What follows belongs to an exercise in optimizing a design on an open flow for small area and a short achievable clock period; a production flow would make more cautious choices. Function was checked by simulation only, so behaviour that the tests miss may differ from the original. Power and IR drop assume default switching activity.

### flow/design.v
`default_nettype none
module mc_fifo_top (input  wire        CLK,
                    input  wire        RST,
                    input  wire        enq,
                    input  wire [2:0]  enq_idx,
                    input  wire        deq,
                    input  wire [2:0]  deq_idx,
                    input  wire [31:0] din,
                    output wire [31:0] dot,
                    output wire [7:0]  emp,
                    output wire [7:0]  full);
  MULTI_CHANNEL_FIFO #(.C_LOG(3), .FIFO_SIZE(3), .FIFO_WIDTH(32))
  u_fifo (.CLK(CLK), .RST(RST),
          .enq(enq), .enq_idx(enq_idx),
          .deq(deq), .deq_idx(deq_idx),
          .din(din), .dot(dot), .emp(emp), .full(full));
endmodule
`default_nettype wire

`default_nettype none
module BFIFO #(parameter                    FIFO_SIZE  =  4,   
               parameter                    FIFO_WIDTH = 32)   
              (input  wire                  CLK, 
               input  wire                  RST, 
               input  wire                  enq, 
               input  wire                  deq, 
               input  wire [FIFO_WIDTH-1:0] din, 
               output reg  [FIFO_WIDTH-1:0] dot, 
               output wire                  emp, 
               output wire                  full, 
               output reg  [FIFO_SIZE:0]    cnt);
  reg [FIFO_SIZE-1:0]  head, tail;
  reg [FIFO_WIDTH-1:0] mem [(1<<FIFO_SIZE)-1:0];
  assign emp  = (cnt==0);
  assign full = (cnt==(1<<FIFO_SIZE));
  always @(posedge CLK) dot <= mem[head];
  always @(posedge CLK) begin
    if (RST) {cnt, head, tail} <= 0;
    else begin
      case ({enq, deq})
        2'b01: begin                 head<=head+1;               cnt<=cnt-1; end
        2'b10: begin mem[tail]<=din;               tail<=tail+1; cnt<=cnt+1; end
        2'b11: begin mem[tail]<=din; head<=head+1; tail<=tail+1;             end
      endcase
    end
  end
endmodule
module MULTI_CHANNEL_FIFO #(parameter                    C_LOG      = 2,   
                            parameter                    FIFO_SIZE  = 2,   
                            parameter                    FIFO_WIDTH = 32)
                           (input  wire                  CLK,
                            input  wire                  RST,
                            input  wire                  enq,
                            input  wire [C_LOG-1:0]      enq_idx,
                            input  wire                  deq,
                            input  wire [C_LOG-1:0]      deq_idx,
                            input  wire [FIFO_WIDTH-1:0] din,
                            output reg  [FIFO_WIDTH-1:0] dot,
                            output wire [(1<<C_LOG)-1:0] emp,
                            output wire [(1<<C_LOG)-1:0] full);
  (* mem2reg *) reg [FIFO_SIZE:0] head_list [(1<<C_LOG)-1:0];
  (* mem2reg *) reg [FIFO_SIZE:0] tail_list [(1<<C_LOG)-1:0];
  reg [FIFO_WIDTH-1:0] mem [(1<<(C_LOG+FIFO_SIZE))-1:0];
  genvar i;
  generate
    for (i=0; i<(1<<C_LOG); i=i+1) begin: channels
      assign emp[i]  = (head_list[i] == tail_list[i]);
      assign full[i] = (head_list[i] == {~tail_list[i][FIFO_SIZE], tail_list[i][FIFO_SIZE-1:0]});
    end
  endgenerate
  wire [(C_LOG+FIFO_SIZE)-1:0] raddr = {deq_idx, head_list[deq_idx][FIFO_SIZE-1:0]};
  wire [(C_LOG+FIFO_SIZE)-1:0] waddr = {enq_idx, tail_list[enq_idx][FIFO_SIZE-1:0]};
  always @(posedge CLK) dot <= mem[raddr];
  integer p;
  always @(posedge CLK) begin
    if (RST) begin
      for (p=0; p<(1<<C_LOG); p=p+1) begin
        head_list[p] <= 0; 
        tail_list[p] <= 0;
      end
    end else begin
      case ({enq, deq})
        2'b01: begin 
          head_list[deq_idx] <= head_list[deq_idx] + 1;
        end
        2'b10: begin 
          mem[waddr]         <= din;
          tail_list[enq_idx] <= tail_list[enq_idx] + 1; 
        end
        2'b11: begin 
          mem[waddr]         <= din; 
          head_list[deq_idx] <= head_list[deq_idx] + 1; 
          tail_list[enq_idx] <= tail_list[enq_idx] + 1; 
        end
      endcase
    end
  end
endmodule
module DFIFO #(parameter                    FIFO_SIZE  =  4,   
               parameter                    FIFO_WIDTH = 32)   
              (input  wire                  CLK, 
               input  wire                  RST, 
               input  wire                  enq, 
               input  wire                  deq, 
               input  wire [FIFO_WIDTH-1:0] din, 
               output wire [FIFO_WIDTH-1:0] dot, 
               output wire                  emp, 
               output wire                  full, 
               output reg  [FIFO_SIZE:0]    cnt);
  reg [FIFO_SIZE-1:0]  head, tail;
  reg [FIFO_WIDTH-1:0] mem [(1<<FIFO_SIZE)-1:0];
  assign emp  = (cnt==0);
  assign full = (cnt==(1<<FIFO_SIZE));
  assign dot  = mem[head];
  always @(posedge CLK) begin
    if (RST) {cnt, head, tail} <= 0;
    else begin
      case ({enq, deq})
        2'b01: begin                 head<=head+1;               cnt<=cnt-1; end
        2'b10: begin mem[tail]<=din;               tail<=tail+1; cnt<=cnt+1; end
        2'b11: begin mem[tail]<=din; head<=head+1; tail<=tail+1;             end
      endcase
    end
  end
endmodule
module SRL_FIFO #(parameter                    FIFO_SIZE  = 4,    
                  parameter                    FIFO_WIDTH = 32)   
                 (input  wire                  CLK,
                  input  wire                  RST,
                  input  wire                  enq,
                  input  wire                  deq,
                  input  wire [FIFO_WIDTH-1:0] din,
                  output wire [FIFO_WIDTH-1:0] dot,
                  output wire                  emp,
                  output wire                  full,
                  output reg  [FIFO_SIZE:0]    cnt);
  reg  [FIFO_SIZE-1:0]  head;
  reg  [FIFO_WIDTH-1:0] mem [(1<<FIFO_SIZE)-1:0];
  assign emp  = (cnt==0);
  assign full = (cnt==(1<<FIFO_SIZE));
  assign dot  = mem[head];
  always @(posedge CLK) begin
    if (RST) begin
      cnt  <= 0;
      head <= {(FIFO_SIZE){1'b1}};
    end else begin
      case ({enq, deq})
        2'b01: begin cnt <= cnt - 1; head <= head - 1; end
        2'b10: begin cnt <= cnt + 1; head <= head + 1; end
      endcase
    end
  end
  integer i;
  always @(posedge CLK) begin
    if (enq) begin
      mem[0] <= din;
      for (i=1; i<(1<<FIFO_SIZE); i=i+1) mem[i] <= mem[i-1];
    end
  end
endmodule
`default_nettype wire
### flow/run.sh
#!/bin/bash
# synth_recipe.tcl (not shown) runs the flow's synth.tcl, then flattens the netlist and writes it again
# the make line also repeats each setting of config.mk as NAME=value (left out here)
make -C /OpenROAD-flow-scripts/flow DESIGN_CONFIG=/design/flow/config.mk WORK_HOME=/design/flow/orfs CLKGATE_MAP_FILE= SYNTH_SCRIPT=/design/flow/synth_recipe.tcl finish
### flow/config.mk
export PLATFORM = sky130hd
export DESIGN_NAME = mc_fifo_top
export DESIGN_NICKNAME = mc_fifo_top
export VERILOG_FILES = /design/flow/design.v
export SDC_FILE = /design/flow/constraint.sdc
export NUM_CORES = 4
export LEC_CHECK = 0
export CAP_MARGIN = 20
export CORE_MARGIN = 2
export CORE_UTILIZATION = 40
export PLACE_DENSITY = 0.6
export SLEW_MARGIN = 20
### flow/constraint.sdc
create_clock -name core_clock -period 4.5 [get_ports {CLK}]
set_input_delay 0.9000 -clock core_clock [delete_from_list [all_inputs] [get_ports {CLK}]]
set_output_delay 0.9000 -clock core_clock [all_outputs]
set_load 0.01 [all_outputs]
==> run notes, run 1 <==
Worst Clk Skew=0.07293 ns; CTS buffer count=213; number of distinct library cells after synthesis=72; Synth Cell Area=84490 sq um; DR WL/cell=28.91 microns; Slew Viols, Final=0; Clk pin slew, worst setup/hold paths=0.06 ns; Worst setup SP type=primary input; Critical Path RT=5.30 ns; post-route insts no fill=8743; Tot GR Track Use=23.12%; P_sw=9.746 mW; port bufs=89; Die W=463.6 microns; Yosys reg bits=2144; largest net degree at the start of global routing=68; Final min period=3.984 ns; share of the cycle needed by the critical path after routing=88.53%; cell with the most instances after synthesis=edfxtp_1; clock power share=41.0%; dpl ws=-0.2757 ns; FMAX=251.0 MHz; endpoints failing hold=0; Worst-Margin Slew=1.097 ns; layout cells sized above 1=16.80%; gr ovfl total=0; Max clock buf depth=3; CP max FO=21; worst hold start=din[20]; total number of vias=50690; Main synth FF type=edfxtp_1; dpl cells=8338; Post-CTS Setup Bufs=0; synth-to-layout area growth=18.12%; Static Leak=33.34 nW; max-cap violations=0; share of power burned in registers=51.8%; Post-synth top cells=edfxtp_1 (2048), nand2_1 (885), mux2i_1 (453); Worst path slowest cell=a221oi_1; Mapped Cells=5361; status=complete, no violations; CTS Hold Buffers Added=0; count of clock tree sinks=2144; CTS tree=done; routability congestion estimate=0.8423; HPWL after detailed placement=153000 microns; Clock Root Buffer=clkbuf_16; Comb pwr share=7.2%; PD cells=426.3 nW/um^2; Rel. slew slack=26.89%; Synth area leaders=edfxtp_1 (73%), mux2i_1 (5.4%), nand2_1 (3.9%); Critical Path, Cell by Cell=clkdlybuf4s50_1, or2_2, buf_4, o32ai_1, o31a_2, nor2_4, buf_12, a221oi_1, nor3_1, buf_4, o2111ai_1, o31a_1; Ys Warns=1; Fill cells=17800; largest area contributor in the netlist=edfxtp_1; IO Count=90; DRC Markers=0; CP startpoint=deq_idx[0]; Seq/Total Area, Yosys=75.06%; WP buf/inv=4; Net Sw Frac=22.91%; core area=209800 sq um; final worst slack=0.5163 ns; Int Power=32.80 mW; post-route ant nets=0; Vias/cell=5.798; first-pass GRT wire length=361000 microns; Peak VDD IR=0.4049 mV; DRT Pass-1 Iters=8; Post-synth ARST share=0%; RSZ-0062 raised after global routing=no; # resized after CTS=0; Post-Syn Area per Cell=15.76 sq um; FF/Latch Area=63420 sq um; DIE AREA=214900 sq um; cell mode on critical path=buf_4; arrival time worst endpoint=4.78 ns; initial drt markers=6365; Crit. End Element=register; final setup vio count=0; worst reg2reg startpoint=u_fifo.head_list[2][1]; Post-Route WL=252700 microns; Min-Delay Path Class=primary input to register; WS Path Type=primary input to register; Chip Height=463.6 microns; Initial Util=40.27%; Multi-input gate area=19950 sq um; Final #Nets=5792; htree depth=4; share of the synthesized area in the top cell type=72.79%; Clk Latency, worst-skew pair=0.88 ns; # rows=168; vias in the first global route=49010; Post-synth EDFFs=2048; initial antenna violation count=13; max incr delay on CP=0.62 ns; cell family with the largest share of critical-path delay=compound AO/OA/AOI/OAI gates
## layout by cell type, fill, tap and decap left out, drive strengths merged, types with 28 or more instances in the layout
cell           count
nand2            885
edfxtp          2048
clkdlybuf4s50     55
a32oi             37
clkbuf           266
inv               37
o21ai             54
nand3            369
a211oi            79
a2111oi           63
a221oi            28
nor2             158
dfxtp             96
o2111ai           48
mux4             130
a31oi             57
clkinv           107
a21oi            166
buf              464
mux2i            453
## worst register-to-register path, delay by kind of cell, from the launching register on
kind	cells	cell delay (ns)
simple gates	2	0.46
mux	2	0.88
compound gates	4	1.55
buf+inv	2	0.44
flops	1	0.35
## state kept, by name (all words and copies together) (netlist names)
name	flops
u_fifo.dot	32
u_fifo.tail_list	32
u_fifo.mem	2048
u_fifo.head_list	32
## power groups by stage
stage,Combinational (mW),Clock (mW),Sequential (mW)
finish,3.05,17.4,22.1
floorplan,1.51,0,22.4
CTS,3.04,17.7,22.1
detailed placement,3.04,0,22.5
global route,3.25,18.5,22.0
global placement,3.00,0,22.5
## final timing paths
check	to	slack, ns	depth (start not counted)
setup reg to reg	u_fifo.dot[2]	0.75	10
hold / removal	u_fifo.mem[27][20]	0.43	1
hold reg to reg	u_fifo.head_list[4][1]	0.51	2
setup / recovery	u_fifo.dot[2]	0.52	12
## cells by family after synthesis
kind of cell,share of synthesized area [%]
compound gates,5.999
xor+xnor,0.3836
fa+ha+maj,0.02961
buf+inv,2.013
flops,75.06
mux,8.979
simple gates,7.532
## metal layers
layer / global-route usage (%) / wire (microns) / share of wire [%]
met5: 0 / 84 / 0.033
met4: 7.625 / 8474 / 3.4
met1: 31.41 / 102300 / 40
met3: 4.195 / 20750 / 8.2
met2: 37.59 / 121200 / 48
## per-stage QoR
| stage | cell area (sq um) | total power, mW | utilization [%] | setup TNS [ns] | hold slack (ns) |
|---|---|---|---|---|---|
| detailed placement | 92860 | 25.52 | 44.26 | -3.910 | 0.5005 |
| CTS | 99740 | 42.78 | 47.54 | 0 | 0.3826 |
| global placement | 92840 | 25.49 | 44.25 | -3.296 | 0.4898 |
| floorplan | 84490 | 23.94 | - | -1.209 | 0.4748 |
| finish | 99800 | 42.55 | 47.57 | 0 | 0.4284 |
| global route | 99800 | 43.77 | 47.57 | 0 | 0.4129 |
## layout make-up
class                   instances  share of cell area (%)
flip-flops and latches       2144                   63.55
clock inverters               137                   1.241
diodes                          2                0.005015
well taps                    2805                   3.517
clock buffers                 266                   5.653
repair buffers                519                   5.920
inverters                      28                  0.1291
multi-input cells            2842                   19.99
==> run 2: changes to the inputs <==
==> flow/design.v (replaced) <==
`default_nettype none
module mc_fifo_top (input  wire        CLK,
                    input  wire        RST,
                    input  wire        enq,
                    input  wire [2:0]  enq_idx,
                    input  wire        deq,
                    input  wire [2:0]  deq_idx,
                    input  wire [31:0] din,
                    output wire [31:0] dot,
                    output wire [7:0]  emp,
                    output wire [7:0]  full);
  MULTI_CHANNEL_FIFO #(.C_LOG(3), .FIFO_SIZE(3), .FIFO_WIDTH(32))
  u_fifo (.CLK(CLK), .RST(RST),
          .enq(enq), .enq_idx(enq_idx),
          .deq(deq), .deq_idx(deq_idx),
          .din(din), .dot(dot), .emp(emp), .full(full));
endmodule
`default_nettype wire

`default_nettype none
module MULTI_CHANNEL_FIFO #(parameter                    C_LOG      = 2,   
                            parameter                    FIFO_SIZE  = 2,   
                            parameter                    FIFO_WIDTH = 32)
                           (input  wire                  CLK,
                            input  wire                  RST,
                            input  wire                  enq,
                            input  wire [C_LOG-1:0]      enq_idx,
                            input  wire                  deq,
                            input  wire [C_LOG-1:0]      deq_idx,
                            input  wire [FIFO_WIDTH-1:0] din,
                            output wire [FIFO_WIDTH-1:0] dot,
                            output wire [(1<<C_LOG)-1:0] emp,
                            output wire [(1<<C_LOG)-1:0] full);
  localparam NCH = 1 << C_LOG;
  localparam DEP = 1 << FIFO_SIZE;
  localparam W   = FIFO_WIDTH;
  reg ph;
  always @(posedge CLK) ph <= RST ? 1'b0 : ~ph;
  wire [W-1:0] dinx = din ^ {W{ph}};
  reg  [NCH*DEP*W-1:0] mem;    
  reg  [NCH*DEP-1:0]   occ;    
  reg  [W-1:0] rd;
  wire [W-1:0] head [0:NCH-1];
  genvar c, k;
  generate
    for (c = 0; c < NCH; c = c + 1) begin: ch
      wire pop  = deq & (deq_idx == c);
      wire push = enq & (enq_idx == c);
      assign emp[c]  = ~occ[c*DEP];
      assign full[c] = occ[c*DEP+DEP-1];
      assign head[c] = mem[(c*DEP)*W +: W] & {W{deq_idx == c}};
      for (k = 0; k < DEP; k = k + 1) begin: pos
        wire occ_k  = occ[c*DEP+k];
        wire occ_up = (k == DEP-1) ? 1'b0 : occ[c*DEP+k+1];
        wire occ_dn = (k == 0)     ? 1'b1 : occ[c*DEP+k-1];
        wire nx = pop & occ_up;
        wire hd = ~pop & occ_k;
        wire wr = ~(nx | hd);
        wire [W-1:0] q  = mem[(c*DEP+k)*W +: W];
        wire [W-1:0] qn = (k == DEP-1) ? {W{1'b0}} : mem[(c*DEP+k+1)*W +: W];
        wire [W-1:0] d;
        AOI222_BANK #(.W(W)) u_sel (.s0(nx), .a0(qn), .s1(wr), .a1(dinx), .s2(hd), .a2(q), .y(d));
        always @(posedge CLK) mem[(c*DEP+k)*W +: W] <= d;
        always @(posedge CLK) begin
          if (RST)               occ[c*DEP+k] <= 1'b0;
          else if (push & ~pop)  occ[c*DEP+k] <= occ_dn;
          else if (pop & ~push)  occ[c*DEP+k] <= occ_up;
        end
      end
    end
  endgenerate
  integer i;
  reg [W-1:0] sel;
  always @* begin
    sel = {W{1'b0}};
    for (i = 0; i < NCH; i = i + 1) sel = sel | head[i];
  end
  reg ph_d;
  always @(posedge CLK) begin
    rd   <= sel;
    ph_d <= ph;
  end
  assign dot = rd ^ {W{ph_d}};
endmodule
module AOI222_BANK #(parameter W = 32)
                    (input  wire         s0,
                     input  wire [W-1:0] a0,
                     input  wire         s1,
                     input  wire [W-1:0] a1,
                     input  wire         s2,
                     input  wire [W-1:0] a2,
                     output wire [W-1:0] y);
  assign y = ~(({W{s0}} & a0) | ({W{s1}} & a1) | ({W{s2}} & a2));
endmodule
`default_nettype wire
--- a/flow/config.mk
+++ b/flow/config.mk
@@ -11,2 +11,4 @@
 export PLACE_DENSITY = 0.6
 export SLEW_MARGIN = 20
+export SYNTH_HIERARCHICAL = 1
+export SYNTH_MINIMUM_KEEP_SIZE = 0
==> run 2 against run 1 <==
Net effect: register-to-register slack better by 0.99 ns; clock skew decreased by 0.048 ns; flip-flop and latch count is 2 higher; first-iteration DRC count grew to 2.9 times the previous value; fmax increased by 7.6%; total power is 12% higher; hold slack improved by 0.0064 ns; critical path type is now register to primary output; largest cell class unchanged; highest routed layer is now met4.
==> run notes, run 2 <==
Reg2Reg Setup Slack=1.74 ns; Synth Cell Area=74760 sq um; FF/Latch Area=42970 sq um; Ys Warns=7; DRC Markers=0; Static Leak=30.64 nW; initial antenna violation count=5; WS Path Type=register to primary output; cell with the most instances after synthesis=dfxtp_1; gr ovfl total=0; max-cap violations=0; Largest regs=u_fifo.mem: 2048 flops, u_fifo.occ: 64 flops, u_fifo.rd: 32 flops; worst hold slack=0.4348 ns; Slew Viols, Final=0; arrival time worst endpoint=2.80 ns; Die W=436.3 microns; FMAX=270.2 MHz; Vias/cell=7.025; largest area contributor in the netlist=dfxtp_1; synth-to-layout area growth=12.73%; status=complete, no violations; CTS Hold Buffers Added=0; Yosys reg bits=2146; Worst setup SP type=register; Main synth FF type=dfxtp_1; Worst Clk Skew=0.02444 ns; CTS tree=done; Final min period=3.701 ns; # rows=158; Peak VDD IR=0.3209 mV; Critical Path RT=3.60 ns; Initial Util=40.27%; DRT Pass-1 Iters=22; Multi-input gate area=28030 sq um; initial drt markers=18520; worst hold start=u_fifo.mem[19]; final setup vio count=0; share of the cycle needed by the critical path after routing=82.25%; Rel. slew slack=21.01%; number of distinct library cells after synthesis=29; layout cells sized above 1=13.17%; Mapped Cells=5428; routability congestion estimate=1.066; Post-synth top cells=dfxtp_1 (2146), a222oi_1 (2048), buf_6 (391); Final #Nets=5672; Post-synth EDFFs=0; CP startpoint=u_fifo.ph_d; CTS buffer count=198; worst reg2reg startpoint=u_fifo.ph; count of clock tree sinks=2146; Synth area leaders=dfxtp_1 (57%), a222oi_1 (27%), buf_6 (5.9%); largest net degree at the start of global routing=66; # resized after CTS=0; endpoints failing hold=0; commonest cells after routing, fill and taps aside=dfxtp_1 (2144), a222oi_1 (2048), conb_1 (296); worst reg2reg path depth=4; IO Count=90; commonest non-fill, non-tap cell in the layout=dfxtp_1; RSZ-0062 raised after global routing=no; core area=185600 sq um; post-route ant nets=0; DR WL/cell=29.13 microns; max incr delay on CP=1.09 ns; Min-Delay Path Depth=1; Clk Latency, worst-skew pair=0.82 ns; CP max FO=32; Hold Path Sink=u_fifo.mem[19]; PD cells=565.7 nW/um^2; port bufs=89; DIE AREA=190400 sq um; Largest register FFs=2048; first-pass GRT wire length=353000 microns; Post-synth ARST share=0%; Crit. End Element=primary output; RR Endpoint=u_fifo.mem[1121]; Largest Register=u_fifo.mem; share of the synthesized area in the top cell type=57.47%; Worst-Margin Slew=1.185 ns; Worst path slowest cell=dfxtp_2; total number of vias=58070; vias in the first global route=50950; Post-Route WL=240800 microns; Min-Delay Path Class=register to register; Clk pin slew, worst setup/hold paths=0.06 ns; Tot GR Track Use=23.72%; Chip Height=436.3 microns; Seq/Total Area, Yosys=57.47%; htree depth=4; Critical Path, Cell by Cell=xor2_1, clkdlybuf4s50_1; Clock Root Buffer=clkbuf_16; Fill cells=16310; Max clock buf depth=3; Post-CTS Setup Bufs=0; setup TNS=0 ns; HPWL after detailed placement=138800 microns; Post-Syn Area per Cell=13.77 sq um
run 2: kinds of logic (layout without fill, tap and decap cells):
kind of cell | after synthesis | in the layout | share of synthesized area, %
fa+ha+maj | 8 | 8 | 0.1339
flops | 2146 | 2146 | 57.47
compound gates | 2112 | 2112 | 28.04
xor+xnor | 64 | 64 | 0.7498
mux | 200 | 200 | 4.033
buf+inv | 675 | 736 | 7.752
simple gates | 222 | 222 | 1.824
other cells | 1 | 299 | 0.005016
run 2: power by group:
group	switching (mW)	internal, mW
registers	2.42	22.1
clock network	7.28	10.3
logic	3.17	2.48
run 2: stage by stage:
stage                     cells  setup WS (ns)  utilization (%)  total power [mW]  cell area [sq um]
after floorplan            5723         0.9562                -             27.34              75870
after global placement     7901         0.9789            41.72             29.89              77440
after detailed placement   7901         0.8925            41.72             29.99              77440
after CTS                  8263         0.7254            45.38             47.46              84240
after global routing       8265         0.7240            45.40             49.09              84270
final                      8267         0.7989            45.40             47.68              84280
run 2: worst max-delay path: cells and delay by family (launching register included):
family / cells / cell delay, ns
buffers and inverters: 1 / 0.59
XOR/XNOR: 1 / 0.25
flip-flops: 1 / 1.09
run 2: area by class of cell:
| class | instances | share of cell area (%) |
|---|---|---|
| diodes | 3 | 0.008907 |
| inverters | 24 | 0.1069 |
| clock buffers | 287 | 6.942 |
| clock inverters | 75 | 1.133 |
| well taps | 2480 | 3.682 |
| multi-input cells | 2902 | 33.25 |
| repair buffers | 350 | 3.893 |
| flip-flops and latches | 2146 | 50.98 |
run 2: worst max-delay path by stage:
stage               depth (start not counted)               end  slack, ns
finish                                      2           dot[20]       0.80
global route                                2           dot[27]       0.72
CTS                                         2           dot[28]       0.73
detailed placement                          7    u_fifo.occ[51]       0.89
global placement                            7    u_fifo.occ[49]       0.98
floorplan                                   2  u_fifo.mem[1022]       0.96
run 2: per-layer routing:
metal  global-route usage (%)  up-vias  wire [microns]  part of all wire (%)
li1                         -    24880               -                     -
met1                    37.19    28710          105900                    44
met2                    30.16     4063           93040                    39
met3                    4.221      424           29360                    12
met4                    12.11        0           12530                   5.2
met5                        0        -               0                     0

static timing again, ports no longer ideal:
The flow's constraints put no driver on any port. The routed layouts listed below were extracted and timed again, unchanged, in two steps. Step 1 assumes that a clkbuf_16 drives the clock port and a buf_2 every other input. Step 2 times the ports against the registers' clock, not the clock port: input delays grow and output delays shrink by t, the midpoint of the rising clock arrivals with the driver on. Slacks: ideal ports / drivers / drivers and shift; pairs: ideal ports / drivers.
run	t (ns)	slack for setup (ns)	worst hold slack (ns)
run 1	0.933	0.516 / 0.578 / -0.355	0.428 / 0.372 / 0.507
run 2	0.886	0.799 / 0.718 / 0.852	0.435 / 0.435 / 0.435
With both steps, setup timing fails in run 1, where it was met with ideal ports. For run 1, which loses most, drivers alone change the setup slack by +0.062 ns; drivers and shift together by -0.871 ns.
